From an optimization exercise on the open Yosys and OpenROAD flow, aimed at small area, a short achievable clock period and few clock cycles; shortcuts taken in it are not production practice.
At most, simulation tests tie the RTL to the original design; equivalence was not proved.

==> fjord: inputs <==
Design cordic, start of the top module:
module cordic(i_clk, i_rst, i_en, o_vld, o_cosine, o_sine, i_theta);
==> flow/config.mk <==
export PLATFORM = sky130hd
export DESIGN_NAME = cordic
export DESIGN_NICKNAME = cordic
export VERILOG_FILES = /design/flow/design.v
export SDC_FILE = /design/flow/constraint.sdc
export NUM_CORES = 4
export LEC_CHECK = 0
export CAP_MARGIN = 20
export CORE_MARGIN = 2
export CORE_UTILIZATION = 55
export CTS_BUF_LIST = sky130_fd_sc_hd__clkbuf_16
export CTS_CLUSTER_DIAMETER = 100
export CTS_CLUSTER_SIZE = 25
export PLACE_DENSITY = 0.68
export SLEW_MARGIN = 20
export SYNTH_MEMORY_MAX_BITS = 16384
==> flow/constraint.sdc <==
create_clock -name core_clock -period 10.0 [get_ports {i_clk}]
set_input_delay 2.0000 -clock core_clock [delete_from_list [all_inputs] [get_ports {i_clk}]]
set_output_delay 2.0000 -clock core_clock [all_outputs]
set_load 0.01 [all_outputs]
standard.sh (not shown) runs the stock make flow with config.mk's settings and CLKGATE_MAP_FILE= SYNTH_SCRIPT=/design/flow/synth_recipe.tcl, a recipe that flattens the netlist after the stock synthesis.
==> flow/flow/run.sh <==
#!/bin/bash
# The standard layout (standard.sh), with timing repair aiming for extra setup slack.
# make's full output goes to standard.log; ORFS's own per-step logs are under orfs/logs.
set -euo pipefail
export SETUP_SLACK_MARGIN=6.6
bash standard.sh > standard.log 2>&1
==> ember (differences from fjord) <==
--- a/flow/design.v
+++ b/flow/design.v
@@ -551,26 +551,16 @@
     reg signed [18:0] y30_q28;
     wire signed [20:0] ay;
     wire signed [27:0] by;
     reg signed [20:0] ay_q29;
     reg signed [27:0] by_q29;
     wire signed [32:0] qy;
     reg signed [32:0] qx_q30;
     reg signed [32:0] qy_q30;
-    wire sax;
-    wire sxx;
-    reg sax_q30;
-    reg sxx_q29;
-    reg sxx_q30;
-    wire say;
-    wire sxy;
-    reg say_q30;
-    reg sxy_q29;
-    reg sxy_q30;
     assign th = i_theta;
     assign phi0 = th[18:0];
     assign sat0 = ~((&th[23:18]) | ~(|th[23:18]));
     assign sgn0 = th[23];
     assign n0 = sat0_q1 ? sgn0_q1 : phi0_q1[18];
     assign ltp0 = phi0_q1 < 19'sd51471;
     assign ltn0 = phi0_q1 < -19'sd51471;
     assign n1 = sat0_q1 ? sgn0_q1 : (phi0_q1[18] ? ltn0 : ltp0);
@@ -3102,20 +3092,16 @@
 assign y30_s = {(yh29_q27[18:5] ^ {14{m29}}) ^ y30_t, y30_lo[4:0]};
     assign y30 = y30_s;
     assign ax = {{2{x30_q28[18]}}, x30_q28} + {x30_q28[18], x30_q28, 1'b0};
     assign bx = (({{14{x30_q28[18]}}, x30_q28} <<< 5) + ({{14{x30_q28[18]}}, x30_q28} <<< 4) - ({{14{x30_q28[18]}}, x30_q28} <<< 8));
     assign qx = ({{12{ax_q29[20]}}, ax_q29} <<< 12) + {{12{ax_q29[20]}}, ax_q29} + {{5{bx_q29[27]}}, bx_q29};
     assign ay = {{2{y30_q28[18]}}, y30_q28} + {y30_q28[18], y30_q28, 1'b0};
     assign by = (({{14{y30_q28[18]}}, y30_q28} <<< 5) + ({{14{y30_q28[18]}}, y30_q28} <<< 4) - ({{14{y30_q28[18]}}, y30_q28} <<< 8));
     assign qy = ({{12{ay_q29[20]}}, ay_q29} <<< 12) + {{12{ay_q29[20]}}, ay_q29} + {{5{by_q29[27]}}, by_q29};
-    assign sax = ax_q29[20];
-    assign sxx = x30_q28[18];
-    assign say = ay_q29[20];
-    assign sxy = y30_q28[18];
     always @(posedge i_clk) begin
         phi0_q1 <= phi0;
         sat0_q1 <= sat0;
         sgn0_q1 <= sgn0;
         phi1_q2 <= phi1;
         sat1_q2 <= sat1;
         sgn1_q2 <= sgn1;
         phi2_q3 <= phi2;
@@ -3311,18 +3297,12 @@
         x30_q28 <= x30;
         ax_q29 <= ax;
         bx_q29 <= bx;
         y30_q28 <= y30;
         ay_q29 <= ay;
         by_q29 <= by;
         qx_q30 <= qx;
         qy_q30 <= qy;
-        sax_q30 <= sax;
-        sxx_q29 <= sxx;
-        sxx_q30 <= sxx_q29;
-        say_q30 <= say;
-        sxy_q29 <= sxy;
-        sxy_q30 <= sxy_q29;
     end
-    assign o_cosine = {sxx_q30, sxx_q30, sax_q30, sax_q30, qx_q30[32], qx_q30[32], qx_q30[32], qx_q30[31:15]};
-    assign o_sine = {sxy_q30, sxy_q30, say_q30, say_q30, qy_q30[32], qy_q30[32], qy_q30[32], qy_q30[31:15]};
+    assign o_cosine = {{7{qx_q30[32]}}, qx_q30[31:15]};
+    assign o_sine   = {{7{qy_q30[32]}}, qy_q30[31:15]};
 endmodule
==> flow/flow/run.sh (replaced) <==
#!/bin/bash
# The standard layout (standard.sh), with timing repair aiming for extra setup slack.
set -euo pipefail
export SETUP_SLACK_MARGIN=6.6
bash standard.sh > standard.log 2>&1
CORE_UTILIZATION = 40   (was 55)
PLACE_DENSITY = unset   (was 0.68)
==> willow (differences from fjord) <==
--- a/flow/design.v
+++ b/flow/design.v
@@ -551,26 +551,16 @@
     reg signed [18:0] y30_q28;
     wire signed [20:0] ay;
     wire signed [27:0] by;
     reg signed [20:0] ay_q29;
     reg signed [27:0] by_q29;
     wire signed [32:0] qy;
     reg signed [32:0] qx_q30;
     reg signed [32:0] qy_q30;
-    wire sax;
-    wire sxx;
-    reg sax_q30;
-    reg sxx_q29;
-    reg sxx_q30;
-    wire say;
-    wire sxy;
-    reg say_q30;
-    reg sxy_q29;
-    reg sxy_q30;
     assign th = i_theta;
     assign phi0 = th[18:0];
     assign sat0 = ~((&th[23:18]) | ~(|th[23:18]));
     assign sgn0 = th[23];
     assign n0 = sat0_q1 ? sgn0_q1 : phi0_q1[18];
     assign ltp0 = phi0_q1 < 19'sd51471;
     assign ltn0 = phi0_q1 < -19'sd51471;
     assign n1 = sat0_q1 ? sgn0_q1 : (phi0_q1[18] ? ltn0 : ltp0);
@@ -3102,20 +3092,16 @@
 assign y30_s = {(yh29_q27[18:5] ^ {14{m29}}) ^ y30_t, y30_lo[4:0]};
     assign y30 = y30_s;
     assign ax = {{2{x30_q28[18]}}, x30_q28} + {x30_q28[18], x30_q28, 1'b0};
     assign bx = (({{14{x30_q28[18]}}, x30_q28} <<< 5) + ({{14{x30_q28[18]}}, x30_q28} <<< 4) - ({{14{x30_q28[18]}}, x30_q28} <<< 8));
     assign qx = ({{12{ax_q29[20]}}, ax_q29} <<< 12) + {{12{ax_q29[20]}}, ax_q29} + {{5{bx_q29[27]}}, bx_q29};
     assign ay = {{2{y30_q28[18]}}, y30_q28} + {y30_q28[18], y30_q28, 1'b0};
     assign by = (({{14{y30_q28[18]}}, y30_q28} <<< 5) + ({{14{y30_q28[18]}}, y30_q28} <<< 4) - ({{14{y30_q28[18]}}, y30_q28} <<< 8));
     assign qy = ({{12{ay_q29[20]}}, ay_q29} <<< 12) + {{12{ay_q29[20]}}, ay_q29} + {{5{by_q29[27]}}, by_q29};
-    assign sax = ax_q29[20];
-    assign sxx = x30_q28[18];
-    assign say = ay_q29[20];
-    assign sxy = y30_q28[18];
     always @(posedge i_clk) begin
         phi0_q1 <= phi0;
         sat0_q1 <= sat0;
         sgn0_q1 <= sgn0;
         phi1_q2 <= phi1;
         sat1_q2 <= sat1;
         sgn1_q2 <= sgn1;
         phi2_q3 <= phi2;
@@ -3311,18 +3297,12 @@
         x30_q28 <= x30;
         ax_q29 <= ax;
         bx_q29 <= bx;
         y30_q28 <= y30;
         ay_q29 <= ay;
         by_q29 <= by;
         qx_q30 <= qx;
         qy_q30 <= qy;
-        sax_q30 <= sax;
-        sxx_q29 <= sxx;
-        sxx_q30 <= sxx_q29;
-        say_q30 <= say;
-        sxy_q29 <= sxy;
-        sxy_q30 <= sxy_q29;
     end
-    assign o_cosine = {sxx_q30, sxx_q30, sax_q30, sax_q30, qx_q30[32], qx_q30[32], qx_q30[32], qx_q30[31:15]};
-    assign o_sine = {sxy_q30, sxy_q30, say_q30, say_q30, qy_q30[32], qy_q30[32], qy_q30[32], qy_q30[31:15]};
+    assign o_cosine = {{7{qx_q30[32]}}, qx_q30[31:15]};
+    assign o_sine   = {{7{qy_q30[32]}}, qy_q30[31:15]};
 endmodule
==> flow/flow/run.sh (replaced) <==
#!/bin/bash
# The standard layout (standard.sh), with timing repair aiming for extra setup slack.
set -euo pipefail
export SETUP_SLACK_MARGIN=6.8
bash standard.sh > standard.log 2>&1
CORE_UTILIZATION = 40   (was 55)
PLACE_DENSITY = unset   (was 0.68)
==> summary.txt <==
Outcome: fjord timing/DRC/antenna clean; willow timing/DRC/antenna clean; ember timing/DRC/antenna clean
Final worst path period share: fjord 0.335; willow 0.333; ember 0.332
Final-layout clock buffer total: fjord 73; willow 70; ember 71
Setup bufs post-CTS: fjord 6; willow 25; ember 5
Initial core utilization: fjord 0.553; willow 0.402; ember 0.402
Clock sink total: fjord 1375; willow 1373; ember 1373
Setup slack on the worst flop-to-flop path: fjord 6.65 ns; willow 6.76 ns; ember 6.74 ns
Count of sequential standard cells: fjord 1375; willow 1373; ember 1373
Fraction of the mapped netlist area in compound gates: fjord 0.129; willow 0.125; ember 0.125
Area inside the core boundary: fjord 135000 um2; willow 185000 um2; ember 185000 um2
Synthesized instance count: fjord 7993; willow 7984; ember 7984
Testbench counts of fjord, summed over its fixed seeds: cycles 8,432.
Function not checked in ember and willow: the RTL went through the layout flow alone.

========
==> trial 5 <==
cordic, a different RTL version from the one above (not shown whole).
// cordic
module cordic(i_clk, i_rst, i_en, o_vld, o_cosine, o_sine, i_theta);
export LEC_CHECK = 0
export CAP_MARGIN = 20
export CORE_MARGIN = 2
export CORE_UTILIZATION = 40
export CTS_BUF_LIST = sky130_fd_sc_hd__clkbuf_16
export CTS_CLUSTER_DIAMETER = 80
export CTS_CLUSTER_SIZE = 20
export SLEW_MARGIN = 20
create_clock -name core_clock -period 10.0 [get_ports {i_clk}]
==> flow/flow/run.sh <==
#!/bin/bash
# The standard layout (standard.sh), with timing repair aiming for extra setup slack.
# make's full output goes to standard.log; ORFS's own per-step logs are under orfs/logs.
set -euo pipefail
export SETUP_SLACK_MARGIN=6.6
bash standard.sh > standard.log 2>&1
==> inputs of trial 76, as changes to trial 5 <==
- CTS_CLUSTER_DIAMETER: 80 -> 100
- CTS_CLUSTER_SIZE: 20 -> 25
==> results by group <==
Status
  – Status: finished clean

Final layout
  – Reg area: 27560 um2
  – Fraction of area in multi-input gates: 0.5508
[end of results for trial 76]
==> results by group <==
Hold path
  – Min-delay worst type: flop to flop

Final layout
  – Sequential cell area share: 0.3405
  – Reg area: 27560 um2
  – Largest regs: vld x30, bx_q29 x24, by_q29 x24
  – Fraction of area in multi-input gates: 0.5442

Status
  – Status: finished clean
[end of results for trial 5]
Testbench counts of trial 5, summed over its fixed seeds: cycles 8,432.
Testbench counts of trial 76, summed over its fixed seeds: cycles 8,432.

-- re-timing with driven ports --
The results above use ideal ports. As a check the final layouts listed here were re-extracted and re-timed, cells and wires unchanged.
Step 1 (the two cells are an assumption about what drives the block):
set clk [get_ports {i_clk}]
set_driving_cell -lib_cell sky130_fd_sc_hd__clkbuf_16 $clk
set_driving_cell -lib_cell sky130_fd_sc_hd__buf_2 [delete_from_list [all_inputs] $clk]
Step 2 times the ports against the registers' clock, not the clock port: input delays grow and output delays shrink by t, the midpoint of the rising clock arrivals with the driver on.
Three values: no drivers, after step 1, after step 2; two values: the first two.
run | t (ns) | setup WS [ns] | hold WS [ns] | slew at the worst register clock pin (ns)
fjord | 0.752 | 6.650 / 6.605 / 6.602 | 0.315 / 0.315 / 0.315 | 0.10 / 0.10
ember | 0.777 | 6.678 / 6.599 / 6.650 | 0.319 / 0.319 / 0.319 | 0.10 / 0.10
willow | 0.795 | 6.672 / 6.595 / 6.617 | 0.313 / 0.313 / 0.313 | 0.10 / 0.10
trial 5 | 0.802 | 6.677 / 6.601 / 6.617 | 0.313 / 0.313 / 0.313 | 0.08 / 0.08
trial 76 | 0.776 | 6.682 / 6.606 / 6.631 | 0.312 / 0.312 / 0.312 | 0.10 / 0.10
After both steps every run listed still meets setup and hold. The setup slack of trial 5, which loses most, moves by -0.076 ns with the drivers and by -0.060 ns with both steps.
